From an optimization exercise on the open Yosys and OpenROAD flow, aimed at small area and a short achievable clock period; shortcuts taken in it are not production practice.
The RTL was checked by simulation tests, not by an equivalence proof against the original design.
No activity file was given, so power comes from the tool's default toggle rates.

<file path="design.v">
`timescale 1ns / 1ps
module add32(a, b, ci, s);
    input  [31:0] a, b;
    input         ci;
    output [31:0] s;
    wire [31:0] p = a ^ b;
    wire [31:0] gl [0:5];
    wire [31:0] pl [0:5];
    assign gl[0] = a & b;
    assign pl[0] = p;
    genvar l, i;
    generate for (l = 0; l < 5; l = l + 1) begin : lvl
        for (i = 0; i < 32; i = i + 1) begin : bit_
            if (i >= (1 << l)) begin : op
                assign gl[l+1][i] = gl[l][i] | (pl[l][i] & gl[l][i - (1 << l)]);
                assign pl[l+1][i] = pl[l][i] & pl[l][i - (1 << l)];
            end else begin : pass
                assign gl[l+1][i] = gl[l][i];
                assign pl[l+1][i] = pl[l][i];
            end
        end
    end endgenerate
    wire [31:0] c = gl[5] | (pl[5] & {32{ci}});
    assign s = p ^ {c[30:0], ci};
endmodule
`timescale 1ns / 1ps
module Riscv(
    input         clk,
    input         rst,
    output [31:0] imem_addr,
    input  [31:0] imem_rdata,
    output [31:0] dmem_addr,
    output        dmem_re,
    output        dmem_we,
    output [31:0] dmem_wdata,
    input  [31:0] dmem_rdata,
    output        wb_we,
    output [4:0]  wb_rd,
    output [31:0] wb_data
);
reg  [31:1] fa;             
reg  [31:25] ir_hi;         
reg  [11:7]  ir_rd;         
reg  [31:0]  ar;            
reg  [31:0]  yr;            
reg  [31:0]  v2r;           
reg          c_l, c_s, c_b, c_bz, c_we, c_fw;    
reg          c_sub, c_sgn, s_sum, s_lt, s_and, s_or, s_sl, s_sr;
reg  [31:0]  xr;            
reg  [31:0]  br;            
reg          ex_ld, ex_st, ex_tk, ex_we;
reg  [4:0]   ex_rd;
reg  [31:0]  wb;
reg          wb_v;
reg  [4:0]   wb_a;
reg  [32*32-1:32] rf;       
wire kill = rst | ex_tk;
wire [31:0] res;
wire [31:0] f = imem_rdata;
wire [4:0]  f_op  = f[6:2];
wire [2:0]  f_f3  = f[14:12];
wire [4:0]  f_rs1 = f[19:15];
wire [4:0]  f_rs2 = f[24:20];
wire f_r = (f_op == 5'b01100);
wire f_i = (f_op == 5'b00100);
wire f_l = (f_op == 5'b00000);
wire f_s = (f_op == 5'b01000);
wire f_b = (f_op == 5'b11000);
wire f_sub = f_r && ((f_f3 == 3'b000 && f[30]) || f_f3 == 3'b010) || f_i && f_f3 == 3'b010;
wire [4:0] n_rd = kill ? 5'd31 : ir_rd;
wire       n_fw = !kill && c_fw;
wire       n_ld = !kill && c_l;
wire m1 = f_r && !n_ld && (n_rd == f_rs1);
wire m2 = f_r && !n_ld && (n_rd == f_rs2);
reg [31:0] rd1, rd2;
integer k;
always @(*) begin
    rd1 = 32'd0;
    rd2 = 32'd0;
    for (k = 1; k < 32; k = k + 1) begin
        rd1 = rd1 | ({32{f_rs1 == k}} & rf[32*k +: 32]);
        rd2 = rd2 | ({32{f_rs2 == k}} & rf[32*k +: 32]);
    end
end
wire [31:0] v1 = rd1;
wire [31:0] v2 = rd2;
wire [31:0] f_imm = {{20{f[31]}}, f[31:25], f_s ? f[11:7] : f[24:20]};
wire a_res = m1 && n_fw;
wire a_reg = !m1;
wire y_res = m2 && n_fw;
wire y_reg = f_r && !m2;
wire y_imm = !f_r;
wire [31:0] a_nx = ({32{a_res}} & res) | ({32{a_reg}} & v1);
wire [31:0] y_nx = ({32{y_res}} & res) | ({32{y_reg}} & v2) | ({32{y_imm}} & f_imm);
always @(posedge clk) begin
    ar    <= a_nx;
    yr    <= y_nx ^ {32{f_sub}};
    v2r   <= v2;
    ir_hi <= f[31:25];
    ir_rd <= rst ? 5'd31 : f[11:7];
    c_l   <= !rst && f_l;
    c_s   <= !rst && f_s;
    c_b   <= !rst && f_b;
    c_we  <= !rst && (f_r || f_i || f_l);
    c_fw  <= !rst && (f_r || f_i || f_s);
    c_bz  <= (f_f3 == 3'b000);
    c_sub <= f_sub;
    c_sgn <= f_i;
    s_sum <= (f_r || f_i) && f_f3 == 3'b000 || f_l && (f_f3 == 3'b000 || f_f3 == 3'b010)
             || f_s && f_f3 == 3'b010;
    s_lt  <= (f_r || f_i) && f_f3 == 3'b010;
    s_and <= f_r && f_f3 == 3'b111;
    s_or  <= f_r && f_f3 == 3'b110;
    s_sl  <= f_r && f_f3 == 3'b001;
    s_sr  <= f_r && f_f3 == 3'b101;
    fa    <= rst ? 31'd0 : next_fa;
end
wire [31:0] imm_b = {{20{ir_hi[31]}}, ir_rd[7], ir_hi[30:25], ir_rd[11:8], 1'b0};
wire [31:0] a = ar;
wire [31:0] y = yr;         
wire [31:0] sum;
add32 alu_add(.a(a), .b(y), .ci(c_sub), .s(sum));
wire        y31 = y[31] ^ c_sub;
wire        lt  = (a[31] != y31) ? (c_sgn ? a[31] : y31) : sum[31];
wire        big = |y[31:5];
wire [31:0] a_rev;
genvar g;
generate for (g = 0; g < 32; g = g + 1) begin : rev_a
    assign a_rev[g] = a[31-g];
end endgenerate
wire [31:0] sh_in = s_sl ? a_rev : a;
wire [31:0] sh    = sh_in >> y[4:0];
wire [31:0] sh_rev;
generate for (g = 0; g < 32; g = g + 1) begin : rev_s
    assign sh_rev[g] = sh[31-g];
end endgenerate
assign res = ({32{s_sum}} & sum)
           | {31'd0, s_lt & lt}
           | ({32{s_and}} & (a & y))
           | ({32{s_or}}  & (a | y))
           | ({32{s_sl && !big}} & sh_rev)
           | ({32{s_sr && !big}} & sh);
wire        tk_now = !kill && c_b && (ar == v2r);
wire [31:1] tgt    = c_bz ? (fa + imm_b[31:1]) : 31'd0;
wire [31:1] next_fa = tk_now ? tgt : fa + 31'd2;
always @(posedge clk) begin
    xr    <= res;
    br    <= v2r;
    ex_ld <= !kill && c_l;
    ex_st <= !kill && c_s;
    ex_tk <= tk_now;
    ex_we <= !kill && c_we;
    ex_rd <= ir_rd;
end
assign imem_addr  = {fa, 1'b0};
assign dmem_addr  = xr;
assign dmem_re    = ex_ld;
assign dmem_we    = ex_st;
assign dmem_wdata = br;
wire [31:0] wdata = ex_ld ? dmem_rdata : xr;
wire        wen   = !rst && ex_we;
always @(posedge clk) begin
    wb   <= wdata;
    wb_v <= wen;
    wb_a <= ex_rd;
end
genvar r;
generate for (r = 1; r < 32; r = r + 1) begin : regs
    always @(posedge clk)
        if (wen && ex_rd == r)
            rf[32*r +: 32] <= wdata;
end endgenerate
assign wb_we   = wb_v;
assign wb_rd   = wb_a;
assign wb_data = wb;
endmodule
</file>
<file path="config.mk">
export PLATFORM = sky130hd
export DESIGN_NAME = Riscv
export DESIGN_NICKNAME = Riscv
export VERILOG_FILES = /design/flow/design.v
export SDC_FILE = /design/flow/constraint.sdc
export NUM_CORES = 4
export LEC_CHECK = 0
export CAP_MARGIN = 20
export CORE_MARGIN = 2
export CORE_UTILIZATION = 40
export CTS_BUF_LIST = sky130_fd_sc_hd__clkbuf_16
export CTS_CLUSTER_DIAMETER = 100
export CTS_CLUSTER_SIZE = 24
export SETUP_SLACK_MARGIN = 5
export SLEW_MARGIN = 20
export SYNTH_HIERARCHICAL = 1
export TNS_END_PERCENT = 0
</file>
<file path="constraint.sdc">
create_clock -name core_clock -period 8.0 [get_ports {clk}]
set_input_delay 1.6000 -clock core_clock [delete_from_list [all_inputs] [get_ports {clk}]]
set_output_delay 1.6000 -clock core_clock [all_outputs]
set_load 0.01 [all_outputs]
</file>
<file path="run.sh">
#!/bin/bash
# synth_recipe.tcl (not shown) runs the flow's synth.tcl, then flattens the netlist and writes it again
# the make line also repeats each setting of config.mk as NAME=value (left out here)
make -C /OpenROAD-flow-scripts/flow DESIGN_CONFIG=/design/flow/config.mk WORK_HOME=/design/flow/orfs CLKGATE_MAP_FILE= SYNTH_SCRIPT=/design/flow/synth_recipe.tcl finish
</file>
==> results of run 1 <==
sequential cells by signal (all words and copies together), names as in the netlist, 5 cells and up:
signal and flops:
ar 32, br 32, ex_rd 5, fa 31, ir_hi 7, ir_rd 5
rf 992, v2r 32, wb 32, wb_a 5, xr 32, yr 32
worst paths after layout:
check,slack (ns),endpoint,depth (start not counted),startpoint
max,3.98,yr[0],10,imem_rdata[23]
min,0.37,wb_a[1],0,ex_rd[1]
max reg2reg,4.27,ar[12],9,yr[11]
min reg2reg,0.37,wb_a[1],0,ex_rd[1]
per-module statistics from Yosys (local to each module, per instance):
module  cell area (sq um)  times used  flip-flops and latches  cells
Riscv               54500           1                    1256   4120
add32                1590           1                       0    211
cells by family after synthesis:
logic type               count (synthesis)  synth area share, %
XOR/XNOR                               152                 2.37
multiplexers                           118                 3.13
AO/OA/AOI/OAI                         1445                 19.8
flip-flops                            1256                 62.5
other                                    1              0.00669
adder cells (fa/ha/maj)                 64                 1.45
buffers and inverters                  315                 2.36
AND/OR/NAND/NOR                        980                 8.38
cells in the mapped netlist, drive strengths merged (75+ instances only):
cell type	n	area [sq um]
a222oi	91	911
a22o	140	1230
dfxtp	264	5290
buf	126	612
nand2	246	923
nand4	106	663
o21ai	98	498
a21oi	89	453
nor2	226	851
a221oi	136	1190
xor2	79	692
clkbuf	160	602
nor3	75	375
nand3	164	821
edfxtp	992	29800
a22oi	629	4730
metal layers:
metal	track usage (%)	wire, microns	vias to the layer above
li1	-	-	18300
met1	46.6	94700	23600
met2	54.2	115000	5297
met3	18.6	49600	1492
met4	24.9	23400	28
met5	0.789	444	-
area by class of cell:
type,instances,area share [%]
sequential,1256,53.3
multi-input combinational,2768,32.4
timing repair buffer,488,7.24
tap,1876,3.56
clock buffer,70,2.66
clock inverter,53,0.522
inverter,29,0.165
antenna,32,0.122
worst reg2reg max path, stage by stage, from the launching register on:
cell	delay, ns
dfxtp_1	0.38
nor4_1	0.62
nand4_1	0.16
nor2_1	0.43
nand2_1	0.58
nor2_2	0.57
a21boi_0	0.23
o21ai_0	0.47
nand2_1	0.13
o21ai_0	0.11
stage by stage:
stage	util [%]	area [sq um]
after floorplan	-	56400
after global placement	43.9	61200
after detailed placement	44.0	61300
after CTS	47.2	65700
after global routing	47.2	65800
final	47.3	65900
power by group through the flow:
stage               logic [uW]  registers (uW)  clock network (uW)
global placement          1570            7400                   0
floorplan                  920            7320                   0
global route              1920            7280                4180
CTS                       1760            7270                3960
detailed placement        1570            7400                   0
finish                    1870            7270                3970
repair_timing:
item / CTS / global route
resized for setup: 294 / 12
buffers inserted: 125 / 5
endpoints found under the setup margin: 1286 / 1286
gates cloned: 12 / 0
pin swaps: 85 / 7
hold buffers: 0 / 0
==> results.json, run 1 <==
{
  "status": "timing/DRC/antenna clean",
  "cpPeakStageDelay_ns": 0.98,
  "first_iter_violations": 12300,
  "drtAntennaViolNets": 0,
  "dp.cells": 6275,
  "cp_max_fo": 17,
  "final_cell_count_no_fill": 6572,
  "yosysWarnings": 8,
  "period_share_pct": 50.3,
  "cts.htree.levels": 3,
  "root_buffer": "clkbuf_16",
  "rsz0062_at_grt": "yes",
  "layout_commonest_cell": "edfxtp_1",
  "syn_inst": 4331,
  "ys_seq_elements": 1256,
  "start_util_pct": 40.2,
  "crit_path_frequent_cell": "nand2_1",
  "drive_gt1_share_pct": 16.0,
  "p_leak_uw": 0.0218,
  "min_path_type": "reg2reg",
  "num_rows": 137,
  "powerDensity_nw_per_um2": 199,
  "port_buffers": 198,
  "post-place-ws_ns": 2.03,
  "grt_start_max_net_pins": 65,
  "arrival_ns": 4.69,
  "setup_viol": 0,
  "die_h_microns": 378,
  "grt_pass1_vias": 45000,
  "yosysSeqAreaShare_pct": 62.5,
  "core-area_sq_um": 139000,
  "ios": 202,
  "end_kind": "register",
  "clk_pin_slew_ns": 0.11,
  "ys.flop_type": "edfxtp_1",
  "ys_async_sr_fraction_pct": 0,
  "die_area_sq_um": 143000,
  "grt_overflow": 0,
  "swShare_pct": 28.0,
  "dr.pass1.iters": 13,
  "syn_nets": 4461,
  "nNetsFinal": 4741,
  "cp_top_family": "simple AND/OR/NAND/NOR gates",
  "vias": 48700,
  "synth.distinct_cells": 90,
  "drv_slew": 0,
  "fin_tns_setup_ns": 0,
  "cts_buffers": 68,
  "cts_max_path_buffers": 3,
  "cp_slowest_cell": "and2_2",
  "cp-start-kind": "input pin",
  "total_power_uw": 13100,
  "area_growth_pct": 17.4,
  "setup_ws_ns": 3.98,
  "drt_wl_total_mm": 283,
  "period_minus_slack_ns": 4.02,
  "final_cell_mix": "992 x edfxtp_1, 626 x a22oi_1, 235 x nand2_1, 234 x dfxtp_1, 220 x buf_4",
  "synth_area_sq_um": 56100,
  "cap_viol_max_count": 0,
  "path_cells": "buf_4 > nor3b_4 > and2_2 > a22oi_1 > nand4_1 > nor3_1 > nand2_1 > nand2_1 > o211ai_1 > xor2_1",
  "multiInputGateArea_sq_um": 21300,
  "grt_usage_pct": 38.5,
  "clock-skew-final_ns": 0.0632,
  "hpwlAfterDp_mm": 164,
  "grt_pass1_wl_mm": 377,
  "seqCellArea_sq_um": 35100,
  "vias_per_cell": 7.42,
  "worst_pin_slew_ns": 1.32,
  "clkSinkCount": 1256,
  "finalHoldViolCount": 0,
  "ir_worst_vdd_uv": 147,
  "power.internal_uw": 9440,
  "critPathRequiredTime_ns": 8.67,
  "max_freq_mhz": 249,
  "holdWs_ns": 0.366,
  "synth_edf_count": 992,
  "fill_cells": 12400,
  "critPathBufInv": 1,
  "drt_drc_violations_left": 0,
  "gp_congestion": 1.00,
  "die_w_microns": 378,
  "antenna_found_initial": 24,
  "slew-limit-headroom_pct": 12.0,
  "clk_latency_ns": 0.74,
  "cts_tree": "yes",
  "wl_per_cell_microns": 43.0,
  "synth.avg_cell_area_sq_um": 13.0,
  "p_seq_share_pct": 55.5,
  "pwr-share-comb_pct": 14.3,
  "p_clk_share_pct": 30.2,
  "switchingPower_uw": 3670,
  "worst-setup-path-type": "in2reg"
}
==> run 2: changes to the inputs <==
--- a/design.v
+++ b/design.v
@@ -94,7 +94,7 @@
 wire [31:0] y_nx = ({32{y_res}} & res) | ({32{y_reg}} & v2) | ({32{y_imm}} & f_imm);
 always @(posedge clk) begin
     ar    <= a_nx;
-    yr    <= y_nx ^ {32{f_sub}};
+    yr    <= y_nx;
     v2r   <= v2;
     ir_hi <= f[31:25];
     ir_rd <= rst ? 5'd31 : f[11:7];
@@ -117,11 +117,10 @@
 end
 wire [31:0] imm_b = {{20{ir_hi[31]}}, ir_rd[7], ir_hi[30:25], ir_rd[11:8], 1'b0};
 wire [31:0] a = ar;
-wire [31:0] y = yr;         
+wire [31:0] y = yr;
 wire [31:0] sum;
-add32 alu_add(.a(a), .b(y), .ci(c_sub), .s(sum));
-wire        y31 = y[31] ^ c_sub;
-wire        lt  = (a[31] != y31) ? (c_sgn ? a[31] : y31) : sum[31];
+add32 alu_add(.a(a), .b(y ^ {32{c_sub}}), .ci(c_sub), .s(sum));
+wire        lt  = (a[31] != y[31]) ? (c_sgn ? a[31] : y[31]) : sum[31];
 wire        big = |y[31:5];
 wire [31:0] a_rev;
 genvar g;
==> results.json, run 2 <==
{
  "yosysTopAreaCell": "edfxtp_1",
  "dr.pass1.iters": 13,
  "ir_worst_vdd_uv": 152,
  "area_growth_pct": 16.9,
  "nNetsFinal": 4628,
  "cap_viol_max_count": 0,
  "post-place-ws_ns": 2.03,
  "synth_area_sq_um": 55700,
  "yosysSeqAreaShare_pct": 62.9,
  "arrival_ns": 4.67,
  "grt_overflow": 0,
  "ys_top_cells_by_count": "992 x edfxtp_1, 458 x a22oi_1, 264 x dfxtp_1, 233 x a221oi_1, 226 x clkbuf_1",
  "grt_use_met3_pct": 16.4,
  "cp-start-kind": "input pin",
  "port_buffers": 198,
  "core-area_sq_um": 138000,
  "syn_nets": 4359,
  "hold_depth": 0,
  "largest_reg_flops": 992,
  "drv_slew": 0,
  "vias": 47900,
  "die_w_microns": 377,
  "powerDensity_nw_per_um2": 199,
  "final_cell_mix": "992 x edfxtp_1, 458 x a22oi_1, 256 x dfxtp_1, 225 x a22o_1, 221 x a221oi_1",
  "cts_tree": "yes",
  "netlist.area_leader.share_pct": 53.4,
  "synth.distinct_cells": 83,
  "rsz0062_at_grt": "yes",
  "slew-limit-headroom_pct": 22.9,
  "status": "timing/DRC/antenna clean",
  "ys_async_sr_fraction_pct": 0,
  "start_util_pct": 40.4,
  "r2r_cells": 7,
  "setup_viol": 0,
  "clk_pin_slew_ns": 0.10,
  "max_freq_mhz": 248,
  "grt_start_max_net_pins": 41,
  "cts_buffers": 67,
  "root_buffer": "clkbuf_16",
  "first_iter_violations": 11500,
  "synth_edf_count": 992,
  "finalHoldViolCount": 0,
  "grt_util_met1_pct": 45.7,
  "die_area_sq_um": 142000,
  "synth.avg_cell_area_sq_um": 13.2,
  "cp_max_fo": 16,
  "ys.flop_type": "edfxtp_1",
  "layout_commonest_cell": "edfxtp_1",
  "vias_per_cell": 7.54,
  "clk_latency_ns": 0.71,
  "critPathRequiredTime_ns": 8.63,
  "yosysWarnings": 8,
  "grt_pass1_wl_mm": 370,
  "synth_area_leaders": "edfxtp_1 53%, dfxtp_1 9.5%, a22oi_1 6.2%",
  "hold_buffers": 0,
  "drt_wl_total_mm": 279,
  "clkSinkCount": 1256,
  "syn_inst": 4227,
  "min_path_type": "reg2reg",
  "end_kind": "register",
  "grt_pass1_vias": 43900,
  "grt_usage_pct": 37.9,
  "fill_cells": 12100,
  "clock-skew-final_ns": 0.0523,
  "cts_max_path_buffers": 3,
  "num_rows": 136,
  "antenna_found_initial": 20,
  "period_share_pct": 50.5,
  "worst-setup-path-type": "in2reg",
  "gp_congestion": 0.992,
  "top_register": "rf",
  "synth_most_common_cell": "edfxtp_1",
  "wl_per_cell_microns": 43.9,
  "cts.htree.levels": 3,
  "drt_drc_violations_left": 0,
  "period_minus_slack_ns": 4.04,
  "use_met2_pct": 54.0,
  "fin_tns_setup_ns": 0,
  "drive_gt1_share_pct": 15.8,
  "grt-busiest-layer": "met2",
  "hpwlAfterDp_mm": 163,
  "ys_seq_elements": 1256,
  "worst_pin_slew_ns": 1.16,
  "die_h_microns": 377,
  "drtAntennaViolNets": 0,
  "setup_ws_ns": 3.96,
  "ios": 202,
  "p_leak_uw": 0.0212
}
## run 2: cell count changes in the layout (fill, tap and decap cells not counted), moves of 20 or more
cell / delta
o21ai_1: +32
mux4_2: +22
a22oi_1: -168
a22o_1: +85
nor3_1: -22
a221oi_1: +90
o21ai_0: -33
nor2_1: -41
a21oi_1: +20
dfxtp_1: +22
a21o_1: -39
nand2_1: -39
## run 2: final timing paths
kind                  to            from  slack (ns)
setup / recovery  yr[17]  imem_rdata[21]        3.96
hold / removal    br[14]         v2r[14]        0.36
hold reg to reg   br[14]         v2r[14]        0.36
setup reg to reg   ar[8]           yr[9]        3.99
## run 2: worst max-delay path: stages
cell and delay [ns]:
clkdlybuf4s50_1 0.44, buf_12 0.17, nand2b_4 0.20, buf_4 0.20
nor2_4 0.79, buf_8 0.36, a22o_1 0.19, a221oi_1 0.05
nand4_1 0.15, or3_4 0.23, a21oi_1 0.10, nand2_1 0.11
## run 2: cell type report
type	count	area (sq um)	share of cell area, %
multi-input combinational	2651	20800	31.9
antenna	18	45.0	0.0691
tap	1794	2240	3.44
timing repair buffer	487	4830	7.42
inverter	33	124	0.190
clock buffer	69	1730	2.65
clock inverter	43	290	0.445
sequential	1256	35100	53.8
## run 2: per-module statistics from Yosys, one instance, submodules excluded
module	area, sq um	cells inside
add32	1900	273
Riscv	53800	3954
## run 2: kinds of logic after synthesis
group	count (synthesis)	share of synthesized area, %
other cells	1	0.00673
mux	126	3.36
compound gates	1391	19.4
buf+inv	322	2.30
simple gates	916	8.19
fa+ha+maj	66	1.51
flops	1256	62.9
xor+xnor	149	2.34
## run 2: repair_timing
| item | CTS | global route |
|---|---|---|
| buffers inserted | 99 | 24 |
| cloned | 3 | 1 |
| resized for setup | 115 | 102 |
| endpoints found under the setup margin | 1287 | 1287 |
| pin swaps | 52 | 37 |
## run 2: per-layer routing
layer  up-vias  share of wire, %
li1      18000                 -
met1     23100                33
met2      5333                40
met3      1447                17
met4        12               9.4
met5         -             0.049
## run 2: power by group
group	total [uW]	internal, uW	switching, uW
Sequential	7280	7080	202
Combinational	1840	694	1150
Clock	3880	1620	2260
## run 2: stage by stage
stage | utilization, % | cells | hold slack [ns] | cell area, sq um | total power, uW
after floorplan | - | 4227 | 0.344 | 56100 | 8260
after global placement | 44.2 | 6092 | 0.361 | 60900 | 9040
after detailed placement | 44.2 | 6093 | 0.355 | 60900 | 9040
after CTS | 46.8 | 6307 | 0.358 | 64400 | 12800
after global routing | 47.2 | 6335 | 0.370 | 65100 | 13300
final | 47.3 | 6351 | 0.359 | 65200 | 13000
==> run 3: changes to the inputs <==
--- a/config.mk
+++ b/config.mk
@@ -14,4 +14,4 @@
 export SETUP_SLACK_MARGIN = 5
 export SLEW_MARGIN = 20
 export SYNTH_HIERARCHICAL = 1
-export TNS_END_PERCENT = 0
+export TNS_END_PERCENT = 20
==> results.json, run 3 <==
{
  "clk_latency_ns": 0.80,
  "critPathBufInv": 2,
  "cp-start-kind": "register",
  "ys_async_sr_fraction_pct": 0,
  "max_freq_mhz": 260,
  "first_iter_violations": 12700,
  "yosysSeqAreaShare_pct": 62.9,
  "worstHoldStart": "v2r[16]",
  "yosysTopAreaCell": "edfxtp_1",
  "synth.avg_cell_area_sq_um": 13.2,
  "yosysWarnings": 8,
  "design_area_sq_um": 69800,
  "synth_most_common_cell": "edfxtp_1",
  "synth_area_sq_um": 55700,
  "cp_top_family": "compound AO/OA/AOI/OAI gates",
  "drt_drc_violations_left": 0,
  "synth.distinct_cells": 83,
  "synth_edf_count": 992,
  "syn_inst": 4227,
  "cpPeakStageDelay_ns": 0.74,
  "drt_wl_total_mm": 294,
  "cap_viol_max_count": 0,
  "post-place-ws_ns": 2.26,
  "critPathLaunch": "ar[9]",
  "worst-setup-path-type": "reg2reg",
  "area_growth_pct": 25.2,
  "wl_per_cell_microns": 44.4,
  "clkSinkCount": 1256,
  "holdWs_ns": 0.369,
  "clk_pin_slew_ns": 0.10,
  "setup_viol": 0,
  "cp_max_fo": 7,
  "cp.depth": 12,
  "swShare_pct": 28.6,
  "period_minus_slack_ns": 3.85,
  "path_cells": "ha_2 > inv_1 > o21bai_2 > a221oi_4 > a21oi_4 > nor4_4 > a311oi_2 > a222oi_1 > o21ai_1 > a21oi_2 > nand2_4 > buf_12",
  "setup_ws_ns": 4.15,
  "p_leak_uw": 0.0235,
  "powerDensity_nw_per_um2": 190,
  "hold_buffers": 0,
  "syn_nets": 4359,
  "ys_seq_elements": 1256,
  "rsz0062_at_grt": "yes",
  "cts.htree.levels": 2,
  "clock-skew-final_ns": 0.0662,
  "worst_pin_slew_ns": 1.17,
  "power.internal_uw": 9470,
  "vias_per_cell": 7.63,
  "p_clk_share_pct": 28.2,
  "die_h_microns": 377,
  "ios": 202,
  "largest_reg_flops": 992,
  "pwr-share-comb_pct": 16.9,
  "arrival_ns": 4.53,
  "start_util_pct": 40.4,
  "die_w_microns": 377,
  "ir_worst_vdd_uv": 187,
  "critPathRequiredTime_ns": 8.68,
  "end_kind": "register",
  "drtAntennaViolNets": 0,
  "period_share_pct": 48.1,
  "layout_commonest_cell": "edfxtp_1",
  "final_cell_mix": "992 x edfxtp_1, 447 x a22oi_1, 343 x buf_4, 234 x dfxtp_1, 225 x a22o_1",
  "synth_area_leaders": "edfxtp_1 53%, dfxtp_1 9.5%, a22oi_1 6.2%",
  "cts_tree": "yes",
  "cts_max_path_buffers": 3,
  "cts_buffers": 61,
  "netlist.area_leader.share_pct": 53.4,
  "hold_depth": 0,
  "grt_start_max_net_pins": 41,
  "grt_overflow": 0,
  "min_path_type": "reg2reg",
  "r2r-start": "ar[9]",
  "grt_pass1_vias": 45800,
  "ys.flop_type": "edfxtp_1",
  "fin_tns_setup_ns": 0,
  "drive_gt1_share_pct": 24.6,
  "slew-limit-headroom_pct": 21.8,
  "gp_congestion": 0.994,
  "utilization_pct": 50.6,
  "grt_pass1_wl_mm": 384,
  "switchingPower_uw": 3790,
  "drv_slew": 0,
  "hpwlAfterDp_mm": 163,
  "dr.pass1.iters": 17,
  "p_seq_share_pct": 54.9,
  "antenna_found_initial": 31,
  "ys_top_cells_by_count": "992 x edfxtp_1, 458 x a22oi_1, 264 x dfxtp_1, 233 x a221oi_1, 226 x clkbuf_1",
  "finalHoldViolCount": 0,
  "nNetsFinal": 4876,
  "grt_usage_pct": 39.5,
  "die_area_sq_um": 142000,
  "r2r_cells": 12,
  "status": "timing/DRC/antenna clean",
  "top_register": "rf",
  "root_buffer": "clkbuf_16",
  "dpl-instance-area_sq_um": 61000,
  "cp_slowest_cell": "dfxtp_1",
  "core-area_sq_um": 138000,
  "num_rows": 136,
  "vias": 50500,
  "port_buffers": 198
}
[run 3: cell counts after synthesis]
Identical to the previous run, type by type.
[run 3: final timing paths]
path,to,slack (ns)
max,xr[24],4.15
min,br[16],0.37
max reg2reg,xr[24],4.15
min reg2reg,br[16],0.37
[run 3: layer usage]
layer | up-vias | share of wire, % | global-route usage, %
met3 | 1884 | 18 | 19.8
li1 | 18500 | - | -
met5 | - | 0.24 | 2.78
met1 | 24300 | 32 | 46.2
met4 | 30 | 10 | 29.6
met2 | 5751 | 39 | 54.9
[run 3: cells by family after synthesis]
logic type,synth area share [%]
AOI/OAI and AO/OA,19.4
xor gates and xnor gates,2.34
adders and majority gates,1.51
buffers and inverters,2.30
DFF,62.9
muxes,3.36
other,0.00673
and+or+nand+nor,8.19
[run 3: power groups by stage]
| stage | registers, uW | logic (uW) | clock network [uW] |
|---|---|---|---|
| after detailed placement | 7420 | 1620 | 0 |
| after global routing | 7280 | 2280 | 3900 |
| after global placement | 7420 | 1620 | 0 |
| after CTS | 7270 | 1930 | 3690 |
| after floorplan | 7320 | 939 | 0 |
| final | 7280 | 2240 | 3730 |
[run 3: final cells by class]
cell class                      count  area [sq um]
Timing Repair inverter              1          7.51
Timing Repair Buffer              739          8190
Multi-Input combinational cell   2652         22100
Antenna cell                       29          72.6
Inverter                           33           124
Fill cell                       11600         68000
Tap cell                         1794          2240
Clock inverter                     52           318
Sequential cell                  1256         35200
Clock buffer                       63          1580
[run 3: stage by stage]
step                instances  total power (uW)
detailed placement       6094              9030
global route             6596             13500
CTS                      6517             12900
finish                   6619             13300
floorplan                4227              8260
global placement         6090              9040
[run 3: repair_timing]
item	4_1_cts	5_1_grt
gates resized for setup	477	296
endpoints found under the hold margin	0	0
pin swaps	177	80
endpoints found under the setup margin	1286	1209
gates cloned	25	6
buffers inserted	283	66
[run 3: Yosys stat by module, one instance, submodules excluded]
module | cell area [sq um] | copies in the design | flops+latches
Riscv | 53800 | 1 | 1256
add32 | 1900 | 1 | 0
[run 3: worst reg2reg max path, cell delays in order (launching register included)]
cell and delay, ns:
dfxtp_1 0.74, ha_2 0.47, inv_1 0.27, o21bai_2 0.20, a221oi_4 0.33, a21oi_4 0.12, nor4_4 0.23, a311oi_2 0.09
a222oi_1 0.58, o21ai_1 0.20, a21oi_2 0.24, nand2_4 0.12, buf_12 0.15
==> run 4: changes to the inputs <==
--- a/design.v
+++ b/design.v
@@ -4,9 +4,10 @@
     input         ci;
     output [31:0] s;
     wire [31:0] p = a ^ b;
+    wire [31:0] g0 = a & b;
     wire [31:0] gl [0:5];
     wire [31:0] pl [0:5];
-    assign gl[0] = a & b;
+    assign gl[0] = {g0[31:1], g0[0] | (p[0] & ci)};
     assign pl[0] = p;
     genvar l, i;
     generate for (l = 0; l < 5; l = l + 1) begin : lvl
@@ -20,8 +21,7 @@
             end
         end
     end endgenerate
-    wire [31:0] c = gl[5] | (pl[5] & {32{ci}});
-    assign s = p ^ {c[30:0], ci};
+    assign s = p ^ {gl[5][30:0], ci};
 endmodule
 `timescale 1ns / 1ps
 module Riscv(
--- a/config.mk
+++ b/config.mk
@@ -13,5 +13,4 @@
 export CTS_CLUSTER_SIZE = 24
 export SETUP_SLACK_MARGIN = 5
 export SLEW_MARGIN = 20
-export SYNTH_HIERARCHICAL = 1
-export TNS_END_PERCENT = 20
+export TNS_END_PERCENT = 0
==> results.json, run 4 <==
{
  "clkSinkCount": 1256,
  "dr.pass1.iters": 14,
  "clk_pin_slew_ns": 0.10,
  "top_register": "rf",
  "ys_top_cells_by_count": "992 x edfxtp_1, 455 x a22oi_1, 264 x dfxtp_1, 243 x clkbuf_1, 242 x a221oi_1",
  "die_w_microns": 377,
  "arrival_ns": 4.35,
  "yosysSeqAreaShare_pct": 63.0,
  "worst-setup-path-type": "in2reg",
  "swShare_pct": 27.8,
  "powerDensity_nw_per_um2": 198,
  "drt_wl_total_mm": 279,
  "r2r_slack_ns": 4.38,
  "grt_pass1_wl_mm": 370,
  "syn_nets": 4344,
  "vias": 47300,
  "drtAntennaViolNets": 0,
  "ios": 202,
  "synth.distinct_cells": 91,
  "start_util_pct": 40.4,
  "gp_congestion": 0.997,
  "synth_area_leaders": "edfxtp_1 54%, dfxtp_1 9.5%, a22oi_1 6.1%",
  "fill_cells": 12200,
  "yosysTopAreaCell": "edfxtp_1",
  "clk_latency_ns": 0.76,
  "syn_inst": 4211,
  "p_leak_uw": 0.0213,
  "setup_viol": 0,
  "drive_gt1_share_pct": 15.8,
  "worst_pin_slew_ns": 1.25,
  "ys.flop_type": "edfxtp_1",
  "pwr-share-comb_pct": 14.4,
  "grt_usage_pct": 38.0,
  "synth_most_common_cell": "edfxtp_1",
  "synth.avg_cell_area_sq_um": 13.2,
  "rsz0062_at_grt": "yes",
  "layout_commonest_cell": "edfxtp_1",
  "r2r-start": "ar[4]",
  "ys_async_sr_fraction_pct": 0,
  "max_freq_mhz": 271,
  "setup_ws_ns": 4.31,
  "post-place-ws_ns": 2.28,
  "nNetsFinal": 4612,
  "drv_slew": 0,
  "r2r_end": "yr[29]",
  "power.internal_uw": 9300,
  "fin_tns_setup_ns": 0,
  "vias_per_cell": 7.46,
  "grt_start_max_net_pins": 63,
  "port_buffers": 198,
  "end_kind": "register",
  "p_clk_share_pct": 29.0,
  "root_buffer": "clkbuf_16",
  "period_share_pct": 46.1,
  "cts.htree.levels": 2,
  "r2r_cells": 11,
  "final_cell_mix": "992 x edfxtp_1, 455 x a22oi_1, 253 x dfxtp_1, 241 x a22o_1, 240 x a221oi_1",
  "synth_area_sq_um": 55600,
  "drt_drc_violations_left": 0,
  "first_iter_violations": 10900,
  "ys_seq_elements": 1256,
  "min_path_type": "reg2reg",
  "cts_tree": "yes",
  "die_h_microns": 377,
  "status": "timing/DRC/antenna clean",
  "ir_worst_vdd_uv": 202,
  "wl_per_cell_microns": 44.1,
  "largest_reg_flops": 992,
  "area_growth_pct": 16.9,
  "finalHoldViolCount": 0,
  "hpwlAfterDp_mm": 158,
  "grt_overflow": 0,
  "antenna_found_initial": 20,
  "yosysWarnings": 2,
  "die_area_sq_um": 142000,
  "switchingPower_uw": 3570,
  "total_power_uw": 12900,
  "clock-skew-final_ns": 0.0291,
  "cp-start-kind": "input pin",
  "slew-limit-headroom_pct": 16.4,
  "period_minus_slack_ns": 3.69,
  "netlist.area_leader.share_pct": 53.5,
  "core-area_sq_um": 138000,
  "synth_edf_count": 992,
  "utilization_pct": 47.2,
  "grt_pass1_vias": 44000,
  "cap_viol_max_count": 0,
  "p_seq_share_pct": 56.6,
  "hold_buffers": 0,
  "critPathRequiredTime_ns": 8.67,
  "cp_max_fo": 23,
  "hold_depth": 0,
  "num_rows": 136,
  "cts_buffers": 61,
  "min_to": "br[27]",
  "cts_max_path_buffers": 3,
  "worstHoldStart": "v2r[27]"
}
[run 4: changes by cell type after synthesis, moves of 14 or more]
| cell | change |
|---|---|
| nor3_1 | -14 |
| xor2_1 | +17 |
| a22o_1 | +16 |
| a222oi_1 | -21 |
| buf_2 | -21 |
| nand2_1 | -53 |
| o21ai_0 | +47 |
| o21ai_1 | -28 |
| clkbuf_1 | +17 |
| a221o_1 | +18 |
| a21o_1 | +24 |
| xnor2_1 | -18 |
[run 4: layout make-up]
class	count	area, sq um	share of cell area, %
timing repair buffer	489	4780	7.35
tap	1794	2240	3.45
clock buffer	62	1550	2.38
sequential	1256	35100	53.9
clock inverter	50	332	0.510
antenna	10	25.0	0.0385
multi-input combinational	2625	20900	32.1
inverter	46	173	0.265
[run 4: timing repair]
action                                  in CTS  in global routing
endpoints found under the hold margin        0                  0
pin swaps                                   81                 28
setup buffers                              137                 23
gates cloned                                 3                  1
endpoints found under the setup margin    1287               1286
gates resized for setup                    264                 50
[run 4: worst max-delay path by stage]
stage | startpoint | to | slack, ns | cells after the start
final | imem_rdata[15] | ar[21] | 4.31 | 11
after floorplan | imem_rdata[23] | yr[18] | 4.49 | 8
after global routing | c_sub | yr[0] | 4.33 | 15
after CTS | c_sub | yr[30] | 4.49 | 13
after detailed placement | imem_rdata[15] | ar[0] | 2.28 | 9
after global placement | imem_rdata[15] | ar[0] | 2.36 | 9
[run 4: layer usage]
metal	part of all wire (%)	track usage, %
met1	32	44.3
met2	42	55.6
met3	16	16.1
met4	9.8	28.2
met5	0.079	0.823
[run 4: critical path: stages]
cell and delay, ns:
clkdlybuf4s15_2 0.34, or2_4 0.39, buf_4 0.17, nor2_4 0.52, buf_6 0.50, a22o_1 0.20, a221oi_1 0.05, nand4_1 0.12
o21ai_0 0.11, buf_4 0.23, o21ai_0 0.07
[run 4: stage by stage]
| stage | instance area, sq um | hold slack, ns | cells |
|---|---|---|---|
| 2_1_floorplan | 56000 | 0.344 | 4211 |
| 3_3_place_gp | 60500 | 0.359 | 6046 |
| 3_5_place_dp | 60500 | 0.356 | 6046 |
| 4_1_cts | 64600 | 0.371 | 6298 |
| 5_1_grt | 65000 | 0.380 | 6322 |
| 6_report | 65100 | 0.370 | 6332 |
[run 4: power by group through the flow]
stage	logic, uW	registers [uW]	clock network, uW
after floorplan	884	7320	0
after global placement	1530	7420	0
after detailed placement	1530	7420	0
after CTS	1690	7270	3720
after global routing	1900	7280	3940
final	1850	7280	3740
[run 4: cell families after synthesis]
| kind of cell | share of synthesized area (%) |
|---|---|
| flops | 63.0 |
| other cells | 0.00674 |
| compound gates | 20.5 |
| buf+inv | 2.28 |
| mux | 2.74 |
| xor+xnor | 2.33 |
| fa+ha+maj | 1.53 |
| simple gates | 7.59 |

[static timing again, ports no longer ideal]
Ports are ideal in the flow. The routed layouts listed here were re-timed in OpenROAD.
Step 1, drivers: a clkbuf_16 drives clk and a buf_2 each remaining input, both assumed.
Step 2 moves the port delays by t, midway between the first and last clock arrival at a register: inputs arrive t later, outputs are due t later. That takes back most of the time a late clock gives input paths.
Three values: no drivers, after step 1, after step 2; two values: the first two.
run	t (ns)	setup WS [ns]	worst setup path at the end	worst slew at a driven data input, ns
run 1	0.786	3.979 / 3.959 / 3.173	input to register	0.11
run 2	0.762	3.961 / 3.989 / 3.243	input to register	0.10
run 3	0.847	4.151 / 4.151 / 3.674	input to register	0.14
run 4	0.825	4.311 / 4.293 / 3.468	input to register	0.12
After both steps setup and hold are still met in every run listed. The setup slack of run 4, which loses most, moves by -0.018 ns with the drivers and by -0.843 ns with both steps.
